Source: an optimization exercise on an open RTL-to-GDS flow (aim: small area). Production flows keep margins and buffers that such runs may drop. The RTL was checked by simulation tests, not by an equivalence proof against the original design.

## design.v

```verilog
module encode(
	input		wire		vga_clk		,
	input		wire		sys_rst_n	,
	input		wire [7:0]	data_in		,
	input		wire		hsync		,
	input		wire		vsync		,
	input		wire		de			,
	output		reg	 [9:0]	data_out	 
);
wire			ctrl_1		;
wire			ctrl_2		;
wire			ctrl_3		;
wire	[8:0]	q_m			;
reg		[3:0]	data_in_n1	;
reg		[7:0]	data_in_reg	;
reg		[4:0]	cnt			;
reg		[3:0]	q_m_n1		;
reg		[3:0]	q_m_n0		;
reg		[8:0]	q_m_reg		;
reg				de_reg1		;
reg				de_reg2		;
reg				c0_reg1		;
reg				c0_reg2		;
reg				c1_reg1		;
reg				c1_reg2		;
always@(posedge vga_clk or negedge sys_rst_n)begin
	if(sys_rst_n == 1'b0)begin
		data_in_n1	<= 4'd0;
	end
	else begin
		data_in_n1	<= data_in[0] + data_in[1] + data_in[2] + data_in[3] + data_in[4] + data_in[5] + data_in[6] + data_in[7]; 
	end
end
always  @(posedge vga_clk or negedge sys_rst_n)begin
	if(sys_rst_n==1'b0)begin
		data_in_reg	<= 8'd0;
	end
	else begin
		data_in_reg	<= data_in;
	end
end
assign ctrl_1 = ((data_in_n1 > 4'd4) || ((data_in_n1 == 4'd4) && (data_in_reg[0] == 1'b0))) ? 1'b1 : 1'b0;
assign q_m[0] = data_in_reg[0];
assign q_m[1] = (ctrl_1 == 1'b1) ? (q_m[0] ^~ data_in_reg[1]) : (q_m[0] ^ data_in_reg[1]);
assign q_m[2] = (ctrl_1 == 1'b1) ? (q_m[1] ^~ data_in_reg[2]) : (q_m[1] ^ data_in_reg[2]);
assign q_m[3] = (ctrl_1 == 1'b1) ? (q_m[2] ^~ data_in_reg[3]) : (q_m[2] ^ data_in_reg[3]);
assign q_m[4] = (ctrl_1 == 1'b1) ? (q_m[3] ^~ data_in_reg[4]) : (q_m[3] ^ data_in_reg[4]);
assign q_m[5] = (ctrl_1 == 1'b1) ? (q_m[4] ^~ data_in_reg[5]) : (q_m[4] ^ data_in_reg[5]);
assign q_m[6] = (ctrl_1 == 1'b1) ? (q_m[5] ^~ data_in_reg[6]) : (q_m[5] ^ data_in_reg[6]);
assign q_m[7] = (ctrl_1 == 1'b1) ? (q_m[6] ^~ data_in_reg[7]) : (q_m[6] ^ data_in_reg[7]);
assign q_m[8] = (ctrl_1 == 1'b1) ? 1'b0 : 1'b1;
always  @(posedge vga_clk or negedge sys_rst_n)begin
	if(sys_rst_n==1'b0)begin
		q_m_n1	<= 1'b0;
		q_m_n0	<= 1'b0;
	end
	else begin
		q_m_n1	<= q_m[0] + q_m[1] + q_m[2] + q_m[3] + q_m[4] + q_m[5] + q_m[6] + q_m[7];
		q_m_n0	<= 4'd8 - (q_m[0] + q_m[1] + q_m[2] + q_m[3] + q_m[4] + q_m[5] + q_m[6] + q_m[7]);
	end
end
assign ctrl_2 = ((cnt == 5'd0) || (q_m_n1 == q_m_n0)) ? 1'b1 : 1'b0;
assign ctrl_3 = (((cnt[4] == 1'b0) && (q_m_n1 > q_m_n0)) || ((cnt[4] == 1'b1) && (q_m_n0 > q_m_n1)));
always  @(posedge vga_clk or negedge sys_rst_n)begin
	if(sys_rst_n==1'b0)begin
		q_m_reg	<= 9'b0;
		de_reg1	<= 1'b0;
		de_reg2	<= 1'b0;
		c0_reg1	<= 1'b0;
		c0_reg2	<= 1'b0;
		c1_reg1	<= 1'b0;
		c1_reg2	<= 1'b0;
	end
	else begin
		q_m_reg	<= q_m		;
    	de_reg1	<= de		;
    	de_reg2	<= de_reg1	;
    	c0_reg1	<= hsync	;
    	c0_reg2	<= c0_reg1	;
    	c1_reg1	<= vsync	;
    	c1_reg2	<= c1_reg1	;
	end
end
always  @(posedge vga_clk or negedge sys_rst_n)begin
	if(sys_rst_n==1'b0)begin
		data_out	<= 10'b0;
		cnt			<= 5'd0	;
	end
	else begin
		if(de_reg2 == 1'b1) begin
			if(ctrl_2 == 1'b1) begin
				data_out[9]		<= ~q_m_reg[8]	;
				data_out[8]		<= q_m_reg[8]	;
				data_out[7:0]	<= (q_m_reg[8]) ? q_m_reg[7:0] : ~q_m_reg[7:0];
				cnt				<= (q_m_reg[8] == 1'b0) ? (cnt + q_m_n0 - q_m_n1) : (cnt + q_m_n1 - q_m_n0);
			end
			else begin
				if(ctrl_3 == 1'b1) begin
					data_out[9]	<= 1'b1;
					data_out[8]	<= q_m_reg[8];
					data_out[7:0] <= ~q_m_reg[7:0];
					cnt	<= cnt + {q_m_reg[8], 1'b0} + (q_m_n0 - q_m_n1);
				end
				else begin
					data_out[9]	<= 1'b0;
					data_out[8] <= q_m_reg[8];
					data_out[7:0] <= q_m_reg[7:0];
					cnt <= cnt - {~q_m_reg[8], 1'b0} + (q_m_n1 - q_m_n0);
				end
			end
		end
		else begin
			case({c1_reg2, c0_reg2})
				2'b00: data_out	<= 10'b0010_1010_11;
				2'b01: data_out	<= 10'b1101_0101_00;
				2'b10: data_out	<= 10'b0010_1010_10;
				default: data_out	<= 10'b1101_0101_01;
			endcase
			cnt	<= 5'b0;
		end
	end
end
endmodule
module hdmi_ctrl
(
	input	wire		vga_clk		,
	input	wire		sys_rst_n	,
	input	wire		rgb_valid	,
	input	wire		hsync		,
	input	wire		vsync		,
	input	wire [7:0]	red			,
	input	wire [7:0]	green		,
	input	wire [7:0]	blue		,
	output	wire [9:0]	tmds_r		,
	output	wire [9:0]	tmds_g		,
	output	wire [9:0]	tmds_b
);
wire [9:0]	data_out_r	;
wire [9:0]	data_out_g	;
wire [9:0]	data_out_b	;
encode encode_r(
	.vga_clk		(vga_clk	),
	.sys_rst_n		(sys_rst_n	),
	.data_in		(red		),
	.hsync			(hsync		),
	.vsync			(vsync		),
	.de				(rgb_valid	),
	.data_out		(data_out_r)
);
encode encode_g(
	.vga_clk		(vga_clk	),
	.sys_rst_n		(sys_rst_n	),
	.data_in		(green		),
	.hsync			(hsync		),
	.vsync			(vsync		),
	.de				(rgb_valid	),
	.data_out		(data_out_g)
);
encode encode_b(
	.vga_clk		(vga_clk	),
	.sys_rst_n		(sys_rst_n	),
	.data_in		(blue		),
	.hsync			(hsync		),
	.vsync			(vsync		),
	.de				(rgb_valid	),
	.data_out		(data_out_b)
);
assign tmds_r = data_out_r;
assign tmds_g = data_out_g;
assign tmds_b = data_out_b;
endmodule
```

## run.sh

```bash
#!/bin/bash
# synth_recipe.tcl (not shown) runs the flow's synth.tcl, then flattens the netlist and writes it again
# the make line also repeats each setting of config.mk as NAME=value (left out here)
make -C /OpenROAD-flow-scripts/flow DESIGN_CONFIG=/design/flow/config.mk WORK_HOME=/design/flow/orfs CLKGATE_MAP_FILE= SYNTH_SCRIPT=/design/flow/synth_recipe.tcl finish
```

## config.mk

```make
export PLATFORM = sky130hd
export DESIGN_NAME = hdmi_ctrl
export DESIGN_NICKNAME = hdmi_ctrl
export VERILOG_FILES = /design/flow/design.v
export SDC_FILE = /design/flow/constraint.sdc
export NUM_CORES = 4
export LEC_CHECK = 0
export CAP_MARGIN = 20
export CORE_MARGIN = 2
export CORE_UTILIZATION = 40
export SLEW_MARGIN = 20
```

## constraint.sdc

```tcl
create_clock -name core_clock -period 5.0 [get_ports {vga_clk}]
set_input_delay 1.0000 -clock core_clock [delete_from_list [all_inputs] [get_ports {vga_clk}]]
set_output_delay 1.0000 -clock core_clock [all_outputs]
set_load 0.01 [all_outputs]
```

==> results of run 1 <==
==> final timing paths <==
kind / from / end / slack, ps
min in group asynchronous: sys_rst_n / encode_g.cnt[2] / 450
hold reg to reg: encode_b.c0_reg1 / encode_b.c0_reg2 / 350
setup reg to reg: encode_r.data_in_n1[1] / encode_r.q_m_n0[2] / 1080
max in group asynchronous: sys_rst_n / encode_b.data_in_reg[7] / 3860
setup / recovery: encode_r.data_in_n1[1] / encode_r.q_m_n0[2] / 1080
hold / removal: encode_b.c0_reg1 / encode_b.c0_reg2 / 350
==> cells in the mapped netlist (2+ instances only) <==
master,instances
sky130_fd_sc_hd__a211oi_1,6
sky130_fd_sc_hd__and4b_1,3
sky130_fd_sc_hd__nand3_1,4
sky130_fd_sc_hd__xnor2_1,70
sky130_fd_sc_hd__and3_1,8
sky130_fd_sc_hd__nand2_1,13
sky130_fd_sc_hd__nor2_1,31
sky130_fd_sc_hd__nand2b_1,7
sky130_fd_sc_hd__a21oi_1,43
sky130_fd_sc_hd__a21o_1,34
sky130_fd_sc_hd__o21a_1,2
sky130_fd_sc_hd__nor4_1,6
sky130_fd_sc_hd__ha_1,97
sky130_fd_sc_hd__mux2i_1,16
sky130_fd_sc_hd__a21oi_2,2
sky130_fd_sc_hd__clkbuf_1,10
sky130_fd_sc_hd__o211ai_1,6
sky130_fd_sc_hd__nor3_1,6
sky130_fd_sc_hd__xor2_1,42
sky130_fd_sc_hd__fa_1,57
sky130_fd_sc_hd__o21ai_0,7
sky130_fd_sc_hd__dfrtp_1,135
sky130_fd_sc_hd__mux2_2,4
sky130_fd_sc_hd__a41o_1,2
sky130_fd_sc_hd__a2bb2oi_1,2
sky130_fd_sc_hd__inv_1,166
sky130_fd_sc_hd__nor2b_1,10
==> through the flow <==
step	instance area [um2]	std cells	utilization	hold slack [ps]
after floorplan	8920	814	-	331
after global placement	9820	1142	0.449	335
after detailed placement	9820	1142	0.449	336
after CTS	10400	1174	0.475	351
after global routing	10400	1175	0.476	357
final	10400	1175	0.476	350
==> cell usage in the layout, fill, tap and decap left out, types with 17 or more instances in the layout <==
cell type | netlist | layout
sky130_fd_sc_hd__a21o_1 | 34 | 34
sky130_fd_sc_hd__a21oi_1 | 43 | 43
sky130_fd_sc_hd__clkbuf_16 | 0 | 17
sky130_fd_sc_hd__clkdlybuf4s50_1 | 0 | 57
sky130_fd_sc_hd__dfrtp_1 | 135 | 134
sky130_fd_sc_hd__fa_1 | 57 | 57
sky130_fd_sc_hd__ha_1 | 97 | 97
sky130_fd_sc_hd__inv_1 | 166 | 166
sky130_fd_sc_hd__nor2_1 | 31 | 31
sky130_fd_sc_hd__xnor2_1 | 70 | 70
sky130_fd_sc_hd__xor2_1 | 42 | 42
==> final cells by class <==
cell class,count,area (um2)
multi-input cells,500,4870
inverters,166,623
well taps,280,350
clock buffers,17,425
clock inverters,15,153
flip-flops and latches,135,3380
fillers,2060,11500
repair buffers,62,632
==> logic make-up (layout without fill, tap and decap cells) <==
family	Yosys count	in the layout	share of synthesized area
AOI/OAI and AO/OA	121	121	0.0923
xor gates and xnor gates	113	113	0.113
adders and majority gates	154	154	0.264
buffers and inverters	179	260	0.0766
DFF	135	135	0.379
muxes	20	20	0.0230
and+or+nand+nor	92	92	0.0530
==> critical path: cells and delay by family (launching register included) <==
kind | cells | cell delay (ps)
flip-flops | 1 | 370
XOR/XNOR | 2 | 580
buffers and inverters | 3 | 230
AO/OA/AOI/OAI | 3 | 420
adder cells (fa/ha/maj) | 6 | 2210
==> routing by layer <==
layer  up-vias  track usage  part of all wire
met5         -            0                 0
met3        17       0.0366             0.036
met2        82        0.256              0.47
met1      2631        0.213              0.48
li1       2720            -                 -
met4         0       0.0433             0.012
==> implementation parameters, run 1 <==
Parameter                              Value

Outcome
  Result of the run ... timing/DRC/antenna clean

Route
  Drt total wl ... 17.1 mm
  Detail-routed via count per cell ... 4.64
  Avg WL per Cell ... ~15 um
  DRC violation count after routing ... 0
  Count of TritonRoute iterations in the first routing pass ... 4
  Via count ... 5450
  Number of design-rule violations left by the first detailed-router iteration ... 242
  Post-route antenna net violation count ... 0

Setup path
  Classification of the worst setup path ... flip-flop to flip-flop
  Critical-path cell with the highest stage delay ... sky130_fd_sc_hd__xnor2_1
  Top fanout value on the critical path ... 5
  Biggest cell delay along the critical path ... 460 ps
  Number of cells on the worst reg-to-reg path ... 14
  CP Cell Sequence ... o21a_1 -> o21ai_0 -> o31ai_1 -> xnor2_1 -> ha_1 -> inv_1 -> fa_1 -> inv_1 -> fa_1 -> fa_1 -> inv_1 -> fa_1 -> ha_1 -> xnor2_1
  Worst path arrival time ... 4220 ps
  Cell type with the highest occurrence count on the critical path ... sky130_fd_sc_hd__fa_1
  Required time of the critical path ... between 5000 and 6000 ps
  Startpoint Class ... flip-flop
  Worst Setup End Kind ... flip-flop

Yosys
  Fraction of post-synthesis cell area in the top cell type by area ... 0.379
  Count of different cell masters after synthesis ... between 50 and 60
  Synthesized flop and latch total ... around 140
  Main flop type after synthesis ... sky130_fd_sc_hd__dfrtp_1
  Cells taking the most area after synthesis ... sky130_fd_sc_hd__dfrtp_1 38%, sky130_fd_sc_hd__ha_1 14%, sky130_fd_sc_hd__fa_1 13%, sky130_fd_sc_hd__inv_1 7.0%, sky130_fd_sc_hd__xnor2_1 6.9%
  Cell area after synthesis ... about 8900 um2
  Post-synthesis average cell area ... 11.0 um2
  Yosys warning total ... 1
  Synthesized instance count ... between 800 and 900
  Sequential share of the synthesized area ... 0.379
  Dominant cell type by area after synthesis ... sky130_fd_sc_hd__dfrtp_1
  Net count of the mapped netlist ... ~1000
  Fraction of registers with async set/reset ... 1.00
  Number of enable-type register cells in the synthesized netlist ... 0

STA
  Number of hold violations in the final report ... 0
  Final-layout setup total negative slack ... 0 ps
  Transition time at the pin with the least slew margin ... between 1000 and 1500 ps
  Max Slew Vio Count ... 0
  Fraction of the cycle the final worst path needs ... 0.784
  Minimum setup slack in the final design ... 1080 ps
  Final Skew ... 8.34 ps
  Setup Viol. Count Final ... 0
  Highest clock rate ... 0.255 GHz
  Headroom to the max-slew limit ... 0.322
  Period minus WS final ... 3920 ps
  RSZ-0062 raised after global routing ... false

Hold path
  Hold Path Class ... flip-flop to flip-flop
  Count of cells along the worst hold path ... 0

CTS
  Number of buffers inserted by hold repair at cts ... 0
  TritonCTS clock tree ... built
  Number of resized instances in the post-cts repair step ... 0
  Clock-pin transition on the worst setup and hold timing paths ... 70 ps
  H-tree depth reported by CTS ... 4
  Max Buffers Root-to-Sink ... 2
  Clk sinks ... 135
  Buffer count from post-CTS setup fixing ... 0
  TritonCTS Buffers ... 17
  Clock latency at the later pin of the worst-skew pair ... 430 ps
  Cell at the root of the clock tree ... sky130_fd_sc_hd__clkbuf_16

Floorplan
  Die X ... 153 um
  Number of standard-cell rows in the floorplan ... 54
  IO Pins ... 59
  Core Box Area ... ~22000 um2
  Die Area ... ~24000 um2
  Chip Height ... roughly 150 um
  Effective utilization at floorplan ... 0.408

Placement
  Post-place setup slack ... 1060 ps
  Port-buffer cells ... 58
  Routability congestion estimate ... 0.823
  Dpl hpwl ... between 10 and 15 mm

Final layout
  Fraction of layout cells with a size suffix above 1 ... 0.0581
  Top Registers ... encode_b.data_out (10), encode_g.data_out (10), encode_r.data_out (10)
  Layout Area Growth over Synthesis ... 16.9%
  Antenna diode count ... 0
  Final-stage net count ... 1065

Flow run
  Max capacitance violation total ... 0

GRT
  First-pass GRT wire length ... 29.4 mm
  Antenna violations before repair ... 0
  Vias in the first global route ... 5878
  Grt total ovfl ... 0
  Gr usage total ... 0.158
  Maximum number of pins on one net before global-route repair ... 110
==> run 2: changes to the inputs <==
==> design.v (replaced) <==
module encode(
	input		wire		vga_clk		,
	input		wire		sys_rst_n	,
	input		wire [7:0]	data_in		,	 
	input		wire		hsync		,	 
	input		wire		vsync		,	 
	input		wire		de			,	 
	output		reg	 [9:0]	data_out
);
reg  [3:0]	cnt;
wire [3:0]	n_d = data_in[0] + data_in[1] + data_in[2] + data_in[3]
				+ data_in[4] + data_in[5] + data_in[6] + data_in[7];
wire		c1  = (n_d > 4'd4) || ((n_d == 4'd4) && !data_in[0]);
wire [7:0]	qx;
assign qx[0] = data_in[0];
genvar i;
generate for (i = 1; i < 8; i = i + 1) begin : g_x
	assign qx[i] = qx[i-1] ^ data_in[i];
end endgenerate
wire [7:0]	q_m = qx ^ {c1, 1'b0, c1, 1'b0, c1, 1'b0, c1, 1'b0};
wire [3:0]	n1 = q_m[0] + q_m[1] + q_m[2] + q_m[3] + q_m[4] + q_m[5] + q_m[6] + q_m[7];
wire [3:0]	h = n1 - 4'd4;	 
wire		inv;
reg  [3:0]	cnt_nx;
assign inv = ((cnt == 4'd0) || (h == 4'd0)) ? c1 :
			 ((cnt[3] == h[3]) ? 1'b1 : 1'b0);
always @(*) begin
	if ((cnt == 4'd0) || (h == 4'd0))
		cnt_nx = c1 ? (cnt - h) : (cnt + h);
	else if (cnt[3] == h[3])
		cnt_nx = cnt + {3'b0, ~c1} - h;
	else
		cnt_nx = cnt - {3'b0, c1} + h;
end
always @(posedge vga_clk or negedge sys_rst_n) begin
	if (!sys_rst_n)
		data_out <= 10'b0;
	else if (de)
		data_out <= {inv, ~c1, q_m ^ {8{inv}}};
	else
		data_out <= {{1'b0, 1'b0, 1'b1, 1'b0, 1'b1, 1'b0, 1'b1, 1'b0, 1'b1} ^ {9{hsync}}, ~(hsync ^ vsync)};
end
always @(posedge vga_clk)
	cnt <= de ? cnt_nx : 4'd0;
endmodule
module hdmi_ctrl
(
	input	wire		vga_clk		,
	input	wire		sys_rst_n	,
	input	wire		rgb_valid	,
	input	wire		hsync		,
	input	wire		vsync		,
	input	wire [7:0]	red			,
	input	wire [7:0]	green		,
	input	wire [7:0]	blue		,
	output	wire [9:0]	tmds_r		,
	output	wire [9:0]	tmds_g		,
	output	wire [9:0]	tmds_b
);
reg			de1, de2;
reg	[1:0]	cs1, cs2;		 
reg	[21:0]	px1, px2;		 
always @(posedge vga_clk or negedge sys_rst_n) begin
	if (!sys_rst_n) begin
		de1 <= 1'b0;
		cs1 <= 2'b0;
		de2 <= 1'b0;
		cs2 <= 2'b0;
	end
	else begin
		de1 <= rgb_valid;
		cs1 <= rgb_valid ? red[1:0] : {vsync, hsync};
		de2 <= de1;
		cs2 <= cs1;
	end
end
always @(posedge vga_clk) begin
	px1 <= {blue, green, red[7:2]};
	px2 <= px1;
end
wire		hs2 = cs2[0];
wire		vs2 = cs2[1];
encode encode_r(
	.vga_clk		(vga_clk	),
	.sys_rst_n		(sys_rst_n	),
	.data_in		({px2[5:0], cs2}),
	.hsync			(hs2		),
	.vsync			(vs2		),
	.de				(de2		),
	.data_out		(tmds_r		)
);
encode encode_g(
	.vga_clk		(vga_clk	),
	.sys_rst_n		(sys_rst_n	),
	.data_in		(px2[13:6]	),
	.hsync			(hs2		),
	.vsync			(vs2		),
	.de				(de2		),
	.data_out		(tmds_g		)
);
encode encode_b(
	.vga_clk		(vga_clk	),
	.sys_rst_n		(sys_rst_n	),
	.data_in		(px2[21:14]	),
	.hsync			(hs2		),
	.vsync			(vs2		),
	.de				(de2		),
	.data_out		(tmds_b		)
);
endmodule
==> run 2 against run 1 <==
Effect of this change:
- the layout now fails its checks (negative setup slack)
- area after synthesis is 36% lower
- wire length is 18% lower
- setup slack worse by 3100 ps
- utilization is 15 points higher
- first-iteration DRC count is 37% lower
- synthesized cell count is 35% lower
- register-to-register slack worse by 3100 ps
==> implementation parameters, run 2 <==
Parameter                              Value

Final layout
  Area of all placed cells without fillers ... approximately 8700 um2
  Utilization of the core after routing ... 0.629
  Final-stage net count ... 855
  Antenna diode count ... 0
  Most common library cell in the layout ignoring fill and taps ... sky130_fd_sc_hd__buf_4
  Commonest cells after routing, fill and taps aside ... 127 x sky130_fd_sc_hd__buf_4, 65 x sky130_fd_sc_hd__inv_1, 57 x sky130_fd_sc_hd__clkdlybuf4s50_1, 54 x sky130_fd_sc_hd__dfxtp_1
  Top Registers ... px1 (22), px2 (22)
  Fraction of layout cells with a size suffix above 1 ... 0.401
  Layout Area Growth over Synthesis ... 53.5%

Route
  Avg WL per Cell ... ~15 um
  Count of TritonRoute iterations in the first routing pass ... 4
  Number of design-rule violations left by the first detailed-router iteration ... between 150 and 200
  DRC violation count after routing ... 0
  Detail-routed via count per cell ... 4.79
  Drt total wl ... 14.1 mm
  Via count ... 4423
  Post-route antenna net violation count ... 0

STA
  Final Skew ... ~8.6 ps
  Max Slew Vio Count ... 0
  RSZ-0062 raised after global routing ... true
  Fraction of the cycle the final worst path needs ... 1.41
  Highest clock rate ... between 0.1 and 0.15 GHz
  Headroom to the max-slew limit ... 0.402
  Transition time at the pin with the least slew margin ... 894 ps
  Worst hold slack ... about 330 ps
  Setup Viol. Count Final ... 39
  Number of hold violations in the final report ... 0
  Minimum setup slack in the final design ... -2050 ps
  Period minus WS final ... roughly 7000 ps

Setup path
  Worst path arrival time ... roughly 7300 ps
  CP Depth ... 26
  Critical path destination ... encode_g.cnt[3]
  Required time of the critical path ... 5250 ps
  Cell type with the highest occurrence count on the critical path ... sky130_fd_sc_hd__fa_1
  Critical-path cell with the highest stage delay ... sky130_fd_sc_hd__fa_2
  Startpoint of the worst setup timing path ... px2[6]
  Startpoint Class ... flip-flop
  Worst Setup End Kind ... flip-flop
  Biggest cell delay along the critical path ... 640 ps
  Worst R2R Setup Slack ... -2050 ps
  Capture point of the worst reg-to-reg path ... encode_g.cnt[3]
  Reg2reg start ... px2[6]
  Top fanout value on the critical path ... 3
  Number of cells on the worst reg-to-reg path ... 26
  Cell family contributing the most delay on the critical path ... adder cells
  Critical path buffer and inverter count ... 4
  Classification of the worst setup path ... flip-flop to flip-flop

Yosys
  Synthesized flop and latch total ... slightly above 90
  Count of different cell masters after synthesis ... 52
  Net count of the mapped netlist ... 648
  Fraction of post-synthesis cell area in the top cell type by area ... 0.197
  Cells taking the most area after synthesis ... sky130_fd_sc_hd__dfxtp_1 20%, sky130_fd_sc_hd__dfrtp_1 16%, sky130_fd_sc_hd__fa_1 13%, sky130_fd_sc_hd__ha_1 11%, sky130_fd_sc_hd__xnor2_1 9.7%
  Dominant cell type by area after synthesis ... sky130_fd_sc_hd__dfxtp_1
  Synthesized instance count ... 532
  Cell area after synthesis ... 5690 um2
  Post-synthesis average cell area ... about 11 um2
  Fraction of registers with async set/reset ... 0.391
  Number of enable-type register cells in the synthesized netlist ... 0
  Yosys warning total ... 2
  Top cell types by occurrence after synthesis ... 74 x sky130_fd_sc_hd__inv_1, 63 x sky130_fd_sc_hd__xnor2_1, 56 x sky130_fd_sc_hd__dfxtp_1
  Sequential share of the synthesized area ... 0.355
  Cell with the most instances after synthesis ... sky130_fd_sc_hd__inv_1
  Main flop type after synthesis ... sky130_fd_sc_hd__dfxtp_1

Outcome
  Result of the run ... finished with violations
  Violated checks ... negative setup slack

CTS
  H-tree depth reported by CTS ... 3
  Cell at the root of the clock tree ... sky130_fd_sc_hd__clkbuf_16
  TritonCTS clock tree ... built
  TritonCTS Buffers ... 9
  Clock-pin transition on the worst setup and hold timing paths ... 70 ps
  Clock latency at the later pin of the worst-skew pair ... ~350 ps
  Clk sinks ... 92
  Max Buffers Root-to-Sink ... 2
  Number of buffers inserted by hold repair at cts ... 0

Placement
  Instance area at placement ... 7610 um2
  Post-place setup slack ... -2080 ps
  Dpl hpwl ... just over 10 mm
  Routability congestion estimate ... 0.869
  Port-buffer cells ... 58

GRT
  Vias in the first global route ... 4850
  Antenna violations before repair ... 0
  First-pass GRT wire length ... 22.7 mm
  Met2 routing resource usage after global routing ... 0.358
  Met3 Usage GRT ... 0.0346
  Grt total ovfl ... 0
  Routing layer with the top usage in global route ... met2
  Gr usage total ... 0.196
  Maximum number of pins on one net before global-route repair ... 37
  Met1 usage ... 0.228

Flow run
  Max capacitance violation total ... 0

Hold path
  Hold Path Class ... flip-flop to flip-flop

Floorplan
  Core Box Area ... 13900 um2
  Die Area ... 15200 um2
  Die X ... 123 um
  Chip Height ... approximately 120 um
  Number of standard-cell rows in the floorplan ... 43
  IO Pins ... 59
  Effective utilization at floorplan ... 0.410
==> run 2: layout make-up <==
| cell class | count | area, um2 |
|---|---|---|
| Clock buffer | 9 | 225 |
| Sequential cell | 92 | 2030 |
| Timing Repair Buffer | 207 | 1820 |
| Clock inverter | 7 | 78.8 |
| Tap cell | 180 | 225 |
| Inverter | 77 | 303 |
| Fill cell | 1114 | 5140 |
| Multi-Input combinational cell | 352 | 4060 |
==> run 2: cell families (layout without fill, tap and decap cells) <==
group,after synthesis,in the layout,synth area share
fa+ha+maj,87,87,0.239
simple gates,75,75,0.0703
compound gates,92,92,0.108
xor+xnor,85,85,0.140
buf+inv,88,300,0.0607
mux,13,13,0.0270
flops,92,92,0.355
==> run 2: metal layers <==
layer | vias to the layer above | share of wire
li1 | 2166 | -
met1 | 2152 | 0.41
met2 | 72 | 0.54
met3 | 33 | 0.027
met4 | 0 | 0.025
met5 | - | 0
==> run 2: worst register-to-register path: stages, from the launching register on <==
cell and delay, ps:
sky130_fd_sc_hd__dfxtp_2 330, sky130_fd_sc_hd__ha_4 270, sky130_fd_sc_hd__inv_2 30, sky130_fd_sc_hd__fa_1 450, sky130_fd_sc_hd__fa_1 490, sky130_fd_sc_hd__inv_1 50, sky130_fd_sc_hd__fa_2 350, sky130_fd_sc_hd__fa_1 460
sky130_fd_sc_hd__nor3b_2 230, sky130_fd_sc_hd__o21ai_1 110, sky130_fd_sc_hd__a21o_2 230, sky130_fd_sc_hd__clkinv_4 70, sky130_fd_sc_hd__xnor2_4 120, sky130_fd_sc_hd__ha_4 230, sky130_fd_sc_hd__fa_1 520, sky130_fd_sc_hd__inv_2 40
sky130_fd_sc_hd__fa_1 480, sky130_fd_sc_hd__fa_2 390, sky130_fd_sc_hd__fa_2 640, sky130_fd_sc_hd__ha_4 220, sky130_fd_sc_hd__o21ai_4 160, sky130_fd_sc_hd__ha_1 250, sky130_fd_sc_hd__a21o_1 170, sky130_fd_sc_hd__a21oi_2 170
sky130_fd_sc_hd__xnor2_2 110, sky130_fd_sc_hd__nor3_2 180, sky130_fd_sc_hd__and4b_1 210
==> run 2: metrics by stage <==
| stage | cells | setup TNS, ps |
|---|---|---|
| 6_report | 924 | -67680 |
| 5_1_grt | 924 | -76090 |
| 4_1_cts | 916 | -66960 |
| 3_5_place_dp | 876 | -69570 |
| 3_3_place_gp | 876 | -65530 |
| 2_1_floorplan | 532 | -70920 |
==> run 2: worst min-delay path by stage <==
stage	start	to	slack (ps)	cells past startpoint
after floorplan	px1[14]	px2[14]	310	0
after global placement	px1[17]	px2[17]	310	0
after detailed placement	px1[11]	px2[11]	310	0
after CTS	px1[11]	px2[11]	330	0
after global routing	px1[7]	px2[7]	330	0
final	px1[7]	px2[7]	330	0
==> run 2: repair_timing <==
item / in CTS / in global routing
setup endpoints to repair: 39 / 39
pin swaps: 61 / 41
resized for setup: 57 / 53
setup buffers: 26 / 15
gates cloned: 1 / 0
==> run 3: changes to the inputs <==
==> design.v (replaced) <==
module encode(
	input		wire		vga_clk		,
	input		wire		sys_rst_n	,
	input		wire [7:0]	data_in		,	 
	input		wire		hsync		,	 
	input		wire		vsync		,	 
	input		wire		de			,	 
	input		wire		de3			,	 
	output		wire [9:0]	data_out
);
wire [8:0]	q_m;
tmds_qm qm(.d(data_in), .q_m(q_m));
reg  [7:0]	s;
reg			s8;
always @(posedge vga_clk or negedge sys_rst_n) begin
	if (!sys_rst_n) begin
		s  <= 8'b0;
		s8 <= 1'b0;
	end
	else begin
		s  <= de ? q_m[7:0] : {7'b1010101, ~vsync};
		s8 <= de ? q_m[8] : hsync;
	end
end
reg  [3:0]	cnt;
wire		c1 = ~s8;					 
wire [3:0]	p = s[0] + s[1] + s[2] + s[3] + s[4] + s[5] + s[6] + s[7];
wire		p_eq = (p == 4'd4);			 
wire		p_lt = ~p[3] & ~p[2];		 
wire		p_gt = ~p_eq & ~p_lt;		 
wire		c_z = (cnt == 4'd0);
wire		inv = (c_z | p_eq) ? c1 : (cnt[3] ? p_lt : p_gt);
wire [3:0]	cnt_keep = cnt + p - 4'd4 - {3'b0, c1};
wire [3:0]	cnt_inv  = cnt - p + 4'd4 + {3'b0, ~c1};
always @(posedge vga_clk)
	cnt <= de3 ? (inv ? cnt_inv : cnt_keep) : 4'd0;
wire		x = de3 ? inv : s8;
assign data_out = {x, s8, s ^ {8{x}}};
endmodule
module tmds_qm(
	input		wire [7:0]	d	,
	output		wire [8:0]	q_m
);
wire		sa = d[1] ^ d[2] ^ d[3];
wire		ca = (d[1] & d[2]) | (d[1] & d[3]) | (d[2] & d[3]);
wire		sb = d[4] ^ d[5] ^ d[6];
wire		cb = (d[4] & d[5]) | (d[4] & d[6]) | (d[5] & d[6]);
wire		cc = (d[7] & sa) | (d[7] & sb) | (sa & sb);
wire		c1 = (ca & cb) | (ca & cc) | (cb & cc);
wire [7:0]	qx;
assign qx[0] = d[0];
genvar i;
generate for (i = 1; i < 8; i = i + 1) begin : g_x
	assign qx[i] = qx[i-1] ^ d[i];
end endgenerate
assign q_m = {~c1, qx ^ {c1, 1'b0, c1, 1'b0, c1, 1'b0, c1, 1'b0}};
endmodule
module hdmi_ctrl
(
	input	wire		vga_clk		,
	input	wire		sys_rst_n	,
	input	wire		rgb_valid	,
	input	wire		hsync		,
	input	wire		vsync		,
	input	wire [7:0]	red			,
	input	wire [7:0]	green		,
	input	wire [7:0]	blue		,
	output	wire [9:0]	tmds_r		,
	output	wire [9:0]	tmds_g		,
	output	wire [9:0]	tmds_b
);
reg			de1, de2, de3;
reg	[1:0]	cs1, cs2;		 
reg	[21:0]	px1, px2;		 
always @(posedge vga_clk or negedge sys_rst_n) begin
	if (!sys_rst_n) begin
		de1 <= 1'b0;
		cs1 <= 2'b0;
		de2 <= 1'b0;
		cs2 <= 2'b0;
		de3 <= 1'b0;
	end
	else begin
		de1 <= rgb_valid;
		cs1 <= rgb_valid ? red[1:0] : {vsync, hsync};
		de2 <= de1;
		cs2 <= cs1;
		de3 <= de2;
	end
end
always @(posedge vga_clk) begin
	px1 <= {blue, green, red[7:2]};
	px2 <= px1;
end
wire		hs2 = cs2[0];
wire		vs2 = cs2[1];
encode encode_r(
	.vga_clk		(vga_clk	),
	.sys_rst_n		(sys_rst_n	),
	.data_in		({px2[5:0], cs2}),
	.hsync			(hs2		),
	.vsync			(vs2		),
	.de				(de2		),
	.de3			(de3		),
	.data_out		(tmds_r		)
);
encode encode_g(
	.vga_clk		(vga_clk	),
	.sys_rst_n		(sys_rst_n	),
	.data_in		(px2[13:6]	),
	.hsync			(hs2		),
	.vsync			(vs2		),
	.de				(de2		),
	.de3			(de3		),
	.data_out		(tmds_g		)
);
encode encode_b(
	.vga_clk		(vga_clk	),
	.sys_rst_n		(sys_rst_n	),
	.data_in		(px2[21:14]	),
	.hsync			(hs2		),
	.vsync			(vs2		),
	.de				(de2		),
	.de3			(de3		),
	.data_out		(tmds_b		)
);
endmodule
==> run 3 against run 2 <==
Effect of this change:
- still fails the layout checks on negative setup slack
- global-route usage decreased by 4.9 points
- largest cell class unchanged
- highest routed layer unchanged
- first-iteration DRC count down 48%
==> implementation parameters, run 3 <==
Parameter                              Value

Setup path
  Biggest cell delay along the critical path ... 500 ps
  CP Cell Sequence ... ha_1 -> inv_1 -> fa_1 -> fa_1 -> fa_2 -> inv_2 -> fa_1 -> nand2b_4 -> nor3b_4 -> o21a_1 -> nor2_2 -> mux2_4 -> xnor2_1 -> buf_2
  Required time of the critical path ... 4000 ps
  Worst path arrival time ... roughly 4000 ps
  Classification of the worst setup path ... flip-flop to output port
  Worst Setup End Kind ... output port
  Critical-path cell with the highest stage delay ... sky130_fd_sc_hd__fa_1
  Critical path buffer and inverter count ... 3
  Cell family contributing the most delay on the critical path ... adder cells
  Startpoint Class ... flip-flop
  Cell type with the highest occurrence count on the critical path ... sky130_fd_sc_hd__fa_1
  Top fanout value on the critical path ... 5

Yosys
  Synthesized flop and latch total ... 90
  Synthesized instance count ... between 400 and 500
  Main flop type after synthesis ... sky130_fd_sc_hd__dfxtp_1
  Sequential share of the synthesized area ... 0.404
  Dominant cell type by area after synthesis ... sky130_fd_sc_hd__dfxtp_1
  Fraction of registers with async set/reset ... 0.378
  Yosys warning total ... 2
  Cells taking the most area after synthesis ... sky130_fd_sc_hd__dfxtp_1 23%, sky130_fd_sc_hd__dfrtp_1 17%, sky130_fd_sc_hd__ha_1 12%, sky130_fd_sc_hd__fa_1 11%, sky130_fd_sc_hd__xnor2_1 8.4%
  Net count of the mapped netlist ... around 550
  Fraction of post-synthesis cell area in the top cell type by area ... 0.230
  Cell with the most instances after synthesis ... sky130_fd_sc_hd__inv_1
  Post-synthesis average cell area ... 10.8 um2
  Count of different cell masters after synthesis ... 38
  Number of enable-type register cells in the synthesized netlist ... 0
  Cell area after synthesis ... 4880 um2
  Top cell types by occurrence after synthesis ... 74 x sky130_fd_sc_hd__inv_1, 56 x sky130_fd_sc_hd__dfxtp_1, 47 x sky130_fd_sc_hd__xnor2_1

Outcome
  Result of the run ... finished with violations
  Violated checks ... negative setup slack

STA
  RSZ-0062 raised after global routing ... true
  Setup Viol. Count Final ... 10
  Highest clock rate ... 0.199 GHz
  Period minus WS final ... 5030 ps
  Final Skew ... between 10 and 15 ps
  Worst hold slack ... 324 ps
  Minimum setup slack in the final design ... -32.6 ps
  Number of hold violations in the final report ... 0
  Transition time at the pin with the least slew margin ... 677 ps
  Fraction of the cycle the final worst path needs ... 1.01
  Headroom to the max-slew limit ... 0.548
  Final-layout setup total negative slack ... -182 ps
  Max Slew Vio Count ... 0

Final layout
  Area of all placed cells without fillers ... 6300 um2
  Utilization of the core after routing ... 0.527
  Antenna diode count ... 0
  Most common library cell in the layout ignoring fill and taps ... sky130_fd_sc_hd__inv_1
  Fraction of layout cells with a size suffix above 1 ... 0.241
  Final-stage net count ... 651
  Layout Area Growth over Synthesis ... 29.2%
  Final cell count without fillers ... 702
  Top Registers ... px1 (22), px2 (22)
  Commonest cells after routing, fill and taps aside ... 69 x sky130_fd_sc_hd__inv_1, 56 x sky130_fd_sc_hd__dfxtp_1, 44 x sky130_fd_sc_hd__ha_1, 36 x sky130_fd_sc_hd__buf_4

Floorplan
  Chip Height ... 114 um
  Die Area ... 13100 um2
  Die X ... 114 um
  IO Pins ... between 50 and 60
  Core Box Area ... 12000 um2
  Effective utilization at floorplan ... 0.408
  Number of standard-cell rows in the floorplan ... 40

Route
  Detail-routed via count per cell ... roughly 4.5
  Post-route antenna net violation count ... 0
  Via count ... 3179
  Number of design-rule violations left by the first detailed-router iteration ... 80
  DRC violation count after routing ... 0
  Avg WL per Cell ... 12.5 um
  Count of TritonRoute iterations in the first routing pass ... 4
  Drt total wl ... 8.77 mm

CTS
  Max Buffers Root-to-Sink ... 2
  Cell at the root of the clock tree ... sky130_fd_sc_hd__clkbuf_16
  Clock latency at the later pin of the worst-skew pair ... 340 ps
  H-tree depth reported by CTS ... 3
  Clk sinks ... 90
  TritonCTS Buffers ... 9
  Number of buffers inserted by hold repair at cts ... 0
  TritonCTS clock tree ... built
  Clock-pin transition on the worst setup and hold timing paths ... 70 ps

Placement
  Instance area at placement ... 5700 um2
  Dpl hpwl ... 6.62 mm
  Port-buffer cells ... 58
  Number of placed instances with taps included ... 663
  Routability congestion estimate ... just over 0.8

Hold path
  Hold Path Class ... flip-flop to flip-flop

GRT
  Maximum number of pins on one net before global-route repair ... 35
  First-pass GRT wire length ... 15.2 mm
  Vias in the first global route ... 3360
  Gr usage total ... 0.147
  Grt total ovfl ... 0
  Antenna violations before repair ... 0

Flow run
  Max capacitance violation total ... 0
==> run 3: cells by family (layout without fill, tap and decap cells) <==
family                     after synthesis  after routing  share of synthesized area
AOI/OAI and AO/OA                       33             33                     0.0421
xor gates and xnor gates                72             72                      0.137
adders and majority gates               78             78                      0.239
buffers and inverters                   88            189                     0.0744
DFF                                     90             90                      0.404
muxes                                   12             13                     0.0257
and+or+nand+nor                         80             80                     0.0780
==> run 3: metal layers <==
layer / track usage / share of wire / vias to the layer above
met5: 0 / 0 / -
met4: 0.0504 / 0.016 / 0
met3: 0.0402 / 0.037 / 12
met2: 0.254 / 0.51 / 56
met1: 0.177 / 0.44 / 1511
li1: - / - / 1600
==> run 3: area by class of cell <==
type,count,area [um2]
clock buffer,11,243
clock inverter,5,61.3
fill,1024,5660
inverter,74,278
multi-input combinational,276,2780
sequential,90,1970
tap,147,184
timing repair buffer,99,785
==> run 3: final timing paths <==
kind	slack, ps	start	cells after the start	to
max	-30	encode_r.s[1]	14	tmds_r[4]
min in group asynchronous	1060	sys_rst_n	2	encode_r.s[1]
min	320	px1[9]	0	px2[9]
max reg2reg	220	encode_r.s[1]	20	encode_r.cnt[3]
max in group asynchronous	3620	sys_rst_n	2	encode_g.s[7]
min reg2reg	320	px1[9]	0	px2[9]
==> run 3: stage by stage <==
stage / worst slack [ps]
after global placement: -108
after detailed placement: -238
after CTS: -95.5
final: -32.6
after global routing: -240
after floorplan: 245
==> run 3: what timing repair did <==
action | CTS | global route
pin swaps | 20 | 19
endpoints found under the hold margin | 0 | 0
buffers inserted | 19 | 4
endpoints found under the setup margin | 27 | 29
gates resized for setup | 137 | 26
gates cloned | 3 | 0
==> run 4: changes to the inputs <==
--- a/design.v
+++ b/design.v
@@ -25,16 +25,25 @@
 reg  [3:0]	cnt;
 wire		c1 = ~s8;					 
-wire [3:0]	p = s[0] + s[1] + s[2] + s[3] + s[4] + s[5] + s[6] + s[7];
-wire		p_eq = (p == 4'd4);			 
-wire		p_lt = ~p[3] & ~p[2];		 
-wire		p_gt = ~p_eq & ~p_lt;		 
+wire		a0, a1, b0, b1, h0, h1, p0, p1, d1, e1, e2, f2;
+assign {a1, a0} = fa(s[0], s[1], s[2]);
+assign {b1, b0} = fa(s[3], s[4], s[5]);
+assign {h1, h0} = {s[6] & s[7], s[6] ^ s[7]};
+assign {d1, p0} = fa(a0, b0, h0);
+assign {e2, e1} = fa(a1, b1, h1);
+assign {f2, p1} = {d1 & e1, d1 ^ e1};
+wire [3:0]	p = {e2 & f2, e2 ^ f2, p1, p0};
+wire		p_eq = ~p0 & (e2 ? ~(d1 | e1) : (d1 & e1));	 
+wire		p_lt = ~e2 & ~(d1 & e1);						 
+wire		p_gt = ~p_eq & ~p_lt;							 
 wire		c_z = (cnt == 4'd0);
 wire		inv = (c_z | p_eq) ? c1 : (cnt[3] ? p_lt : p_gt);
-wire [3:0]	cnt_keep = cnt + p - 4'd4 - {3'b0, c1};
-wire [3:0]	cnt_inv  = cnt - p + 4'd4 + {3'b0, ~c1};
+wire [3:0]	cnt_nx = cnt + (p ^ {4{inv}}) + {~inv, inv | ~c1, c1 ^ inv, c1};
 always @(posedge vga_clk)
-	cnt <= de3 ? (inv ? cnt_inv : cnt_keep) : 4'd0;
+	cnt <= de3 ? cnt_nx : 4'd0;
 wire		x = de3 ? inv : s8;
 assign data_out = {x, s8, s ^ {8{x}}};
+function [1:0] fa(input a, input b, input c);
+	fa = {(a & b) | (a & c) | (b & c), a ^ b ^ c};
+endfunction
 endmodule
 module tmds_qm(
==> flow/run.sh (new file) <==
#!/bin/bash
# Layout flow: the standard ORFS flow, with two changes.
#  - synthesis runs Yosys's synth with -noabc, so the structure written in the
#    RTL (full and half adders) reaches extract_fa and ABC's mapping intact;
#  - the port buffers buffer_ports inserts are buf_1 cells.
# Everything else (floorplan, power grid, placement, CTS, routing) is the
# standard flow. The full make output goes to flow_make.log here; ORFS keeps
# each step's log under orfs/logs/.
set -euo pipefail
export BUFFER_PORTS_ARGS="-buffer_cell sky130_fd_sc_hd__buf_1"
bash standard.sh SYNTH_ARGS=-noabc finish > flow_make.log 2>&1
==> standard.sh (new file) <==
#!/bin/bash
# synth_recipe.tcl (not shown) runs the flow's synth.tcl, then flattens the netlist and writes it again
# the make line also repeats each setting of config.mk as NAME=value (left out here)
make -C /OpenROAD-flow-scripts/flow DESIGN_CONFIG=/design/flow/config.mk WORK_HOME=/design/flow/orfs CLKGATE_MAP_FILE= SYNTH_SCRIPT=/design/flow/synth_recipe.tcl "${@:-finish}"
removed: run.sh
==> run 4 against run 3 <==
Effect of this change:
- the run now finishes clean
- synthesized cell count shrank 20%
- via count shrank 23%
- critical endpoint is now encode_r.cnt[3]
- critical path depth grew 2
- largest cell class unchanged
- non-clock buffer count shrank 41
- area after synthesis shrank 7.4%
- highest routed layer unchanged
==> implementation parameters, run 4 <==
Parameter                              Value

Yosys
  Main flop type after synthesis ... sky130_fd_sc_hd__dfxtp_1
  Cell area after synthesis ... between 4000 and 5000 um2
  Top cell types by occurrence after synthesis ... 56 x sky130_fd_sc_hd__dfxtp_1, 38 x sky130_fd_sc_hd__xor2_1, 34 x sky130_fd_sc_hd__dfrtp_1, 34 x sky130_fd_sc_hd__inv_1, 30 x sky130_fd_sc_hd__fa_1
  Fraction of post-synthesis cell area in the top cell type by area ... 0.248
  Fraction of registers with async set/reset ... 0.378
  Cells taking the most area after synthesis ... sky130_fd_sc_hd__dfxtp_1 25%, sky130_fd_sc_hd__dfrtp_1 19%, sky130_fd_sc_hd__fa_1 13%, sky130_fd_sc_hd__xor2_1 7.4%, sky130_fd_sc_hd__ha_1 5.8%
  Number of enable-type register cells in the synthesized netlist ... 0
  Synthesized flop and latch total ... 90
  Sequential share of the synthesized area ... 0.437
  Synthesized instance count ... approximately 360
  Net count of the mapped netlist ... 441
  Yosys warning total ... 2
  Dominant cell type by area after synthesis ... sky130_fd_sc_hd__dfxtp_1
  Post-synthesis average cell area ... 12.5 um2
  Cell with the most instances after synthesis ... sky130_fd_sc_hd__dfxtp_1
  Count of different cell masters after synthesis ... 43

Placement
  Dpl hpwl ... ~5.5 mm
  Routability congestion estimate ... 0.785
  Port-buffer cells ... 58

STA
  Fraction of the cycle the final worst path needs ... 0.873
  RSZ-0062 raised after global routing ... false
  Setup Viol. Count Final ... 0
  Period minus WS final ... 4360 ps
  Transition time at the pin with the least slew margin ... 789 ps
  Final Skew ... 6.02 ps
  Worst hold slack ... 327 ps
  Highest clock rate ... 0.229 GHz
  Headroom to the max-slew limit ... 0.474
  Final-layout setup total negative slack ... 0 ps
  Number of hold violations in the final report ... 0
  Max Slew Vio Count ... 0

Final layout
  Fraction of layout cells with a size suffix above 1 ... 0.0806
  Layout Area Growth over Synthesis ... 12.8%
  Number of filler instances in the final layout ... 1049
  Commonest cells after routing, fill and taps aside ... 57 x sky130_fd_sc_hd__buf_1, 56 x sky130_fd_sc_hd__dfxtp_1, 38 x sky130_fd_sc_hd__xor2_1, 34 x sky130_fd_sc_hd__inv_1, 34 x sky130_fd_sc_hd__dfrtp_1
  Antenna diode count ... 0
  Top Registers ... px1 (22), px2 (22)
  Final-stage net count ... 497
  Most common library cell in the layout ignoring fill and taps ... sky130_fd_sc_hd__buf_1

GRT
  Grt total ovfl ... 0
  Vias in the first global route ... 2513
  Maximum number of pins on one net before global-route repair ... 35
  Antenna violations before repair ... 0
  Gr usage total ... 0.124
  First-pass GRT wire length ... 11.5 mm

Route
  Drt total wl ... just under 7 mm
  Via count ... 2434
  Avg WL per Cell ... about 12 um
  Number of design-rule violations left by the first detailed-router iteration ... between 70 and 80
  DRC violation count after routing ... 0
  Post-route antenna net violation count ... 0
  Count of TritonRoute iterations in the first routing pass ... 4
  Detail-routed via count per cell ... between 4 and 5

CTS
  Number of buffers inserted by hold repair at cts ... 0
  Clk sinks ... 90
  H-tree depth reported by CTS ... 3
  Number of resized instances in the post-cts repair step ... 0
  Clock-pin transition on the worst setup and hold timing paths ... 60 ps
  Max Buffers Root-to-Sink ... 2
  TritonCTS clock tree ... built
  TritonCTS Buffers ... 9
  Cell at the root of the clock tree ... sky130_fd_sc_hd__clkbuf_16
  Buffer count from post-CTS setup fixing ... 0
  Clock latency at the later pin of the worst-skew pair ... 330 ps

Floorplan
  Chip Height ... around 110 um
  IO Pins ... 59
  Die X ... approximately 110 um
  Effective utilization at floorplan ... 0.413
  Core Box Area ... 10900 um2
  Number of standard-cell rows in the floorplan ... 38
  Die Area ... 12200 um2

Setup path
  Biggest cell delay along the critical path ... ~540 ps
  Cell type with the highest occurrence count on the critical path ... sky130_fd_sc_hd__fa_1
  CP Cell Sequence ... fa_1 -> fa_1 -> inv_1 -> ha_1 -> mux2i_1 -> o21a_1 -> mux2_4 -> inv_1 -> ha_1 -> inv_1 -> fa_1 -> ha_1 -> fa_1 -> xor2_1 -> xnor2_1 -> and2_1
  Worst Setup End Kind ... flip-flop
  Worst path arrival time ... about 4600 ps
  Startpoint Class ... flip-flop
  Required time of the critical path ... ~5200 ps
  Worst R2R Setup Slack ... 640 ps
  Top fanout value on the critical path ... 4
  Critical-path cell with the highest stage delay ... sky130_fd_sc_hd__fa_1
  Classification of the worst setup path ... flip-flop to flip-flop

Hold path
  Hold Path Class ... flip-flop to flip-flop

Flow run
  Max capacitance violation total ... 0

Outcome
  Result of the run ... timing/DRC/antenna clean
==> run 4: cell count changes in the layout (fill, tap and decap cells not counted), moves of 9 or more <==
| cell | change |
|---|---|
| sky130_fd_sc_hd__and2_1 | +11 |
| sky130_fd_sc_hd__buf_1 | +57 |
| sky130_fd_sc_hd__buf_2 | -24 |
| sky130_fd_sc_hd__buf_4 | -36 |
| sky130_fd_sc_hd__clkdlybuf4s50_1 | -31 |
| sky130_fd_sc_hd__ha_1 | -23 |
| sky130_fd_sc_hd__inv_1 | -35 |
| sky130_fd_sc_hd__nand3_1 | -9 |
| sky130_fd_sc_hd__nor3_1 | -10 |
| sky130_fd_sc_hd__xnor2_1 | -13 |
| sky130_fd_sc_hd__xnor2_2 | -15 |
| sky130_fd_sc_hd__xor2_1 | +22 |
==> run 4: layout make-up <==
cell class | count | area [um2] | area share
multi-input cells | 223 | 2320 | 0.455
flip-flops and latches | 90 | 1970 | 0.387
clock buffers | 10 | 229 | 0.0449
repair buffers | 58 | 219 | 0.0430
well taps | 140 | 175 | 0.0344
inverters | 35 | 131 | 0.0258
clock inverters | 6 | 48.8 | 0.00958
==> run 4: logic make-up (layout without fill, tap and decap cells) <==
| group | count (synthesis) | in the layout | synth area share |
|---|---|---|---|
| buffers and inverters | 48 | 109 | 0.0499 |
| adder cells (fa/ha/maj) | 54 | 54 | 0.199 |
| XOR/XNOR | 72 | 72 | 0.177 |
| flip-flops | 90 | 90 | 0.437 |
| AO/OA/AOI/OAI | 25 | 25 | 0.0407 |
| multiplexers | 10 | 10 | 0.0260 |
| AND/OR/NAND/NOR | 62 | 62 | 0.0715 |
==> run 4: per-stage QoR <==
stage	instances	area, um2	util	setup slack, ps
after floorplan	361	4520	-	866
after global placement	546	4820	0.441	726
after detailed placement	546	4820	0.441	629
after CTS	562	5090	0.466	621
after global routing	562	5090	0.466	409
final	562	5090	0.466	637
==> run 4: worst paths after layout <==
| kind | end | cells past startpoint | start |
|---|---|---|---|
| min in group asynchronous | encode_g.s[4] | 1 | sys_rst_n |
| min reg2reg | px2[11] | 0 | px1[11] |
| max in group asynchronous | de1 | 1 | sys_rst_n |
| max reg2reg | encode_r.cnt[3] | 16 | encode_r.s[3] |
| max | encode_r.cnt[3] | 16 | encode_r.s[3] |
| min | px2[11] | 0 | px1[11] |
==> run 4: worst max-delay path: cells and delay by family, from the launching register on <==
| kind | cells | cell delay [ps] |
|---|---|---|
| fa+ha+maj | 7 | 2440 |
| mux | 2 | 550 |
| flops | 1 | 410 |
| xor+xnor | 2 | 290 |
| buf+inv | 3 | 200 |
| compound gates | 1 | 200 |
| simple gates | 1 | 160 |
==> run 4: metal layers <==
metal / global-route usage / up-vias / routed length, um
met3: 0.0335 / 8 / 345
met1: 0.168 / 1122 / 3290
met4: 0.0500 / 0 / 112
li1: - / 1252 / -
met2: 0.191 / 52 / 3110
met5: 0 / - / 0

[port drivers added, routing unchanged]
In the flow no input, the clock included, has a driving cell. The finished layouts below were timed again as built, in two steps. Step 1: set_driving_cell puts a clkbuf_16 on vga_clk and a buf_2 on each other input, an assumption about the parent block. Step 2 times the ports against the registers' clock, not the clock port: input delays grow and output delays shrink by t, the midpoint of the rising clock arrivals with the driver on. Three values: no drivers, after step 1, after step 2; two values: the first two.
run | t (ns) | slack for setup (ns) | worst data-port slew with drivers (ns)
run 1 | 0.466 | 1.081 / 1.081 / 1.081 | 0.06
run 2 | 0.390 | -2.049 / -2.049 / -2.049 | 0.04
run 3 | 0.373 | -0.033 / -0.068 / 0.222 | 0.03
run 4 | 0.359 | 0.637 / 0.637 / 0.637 | 0.03
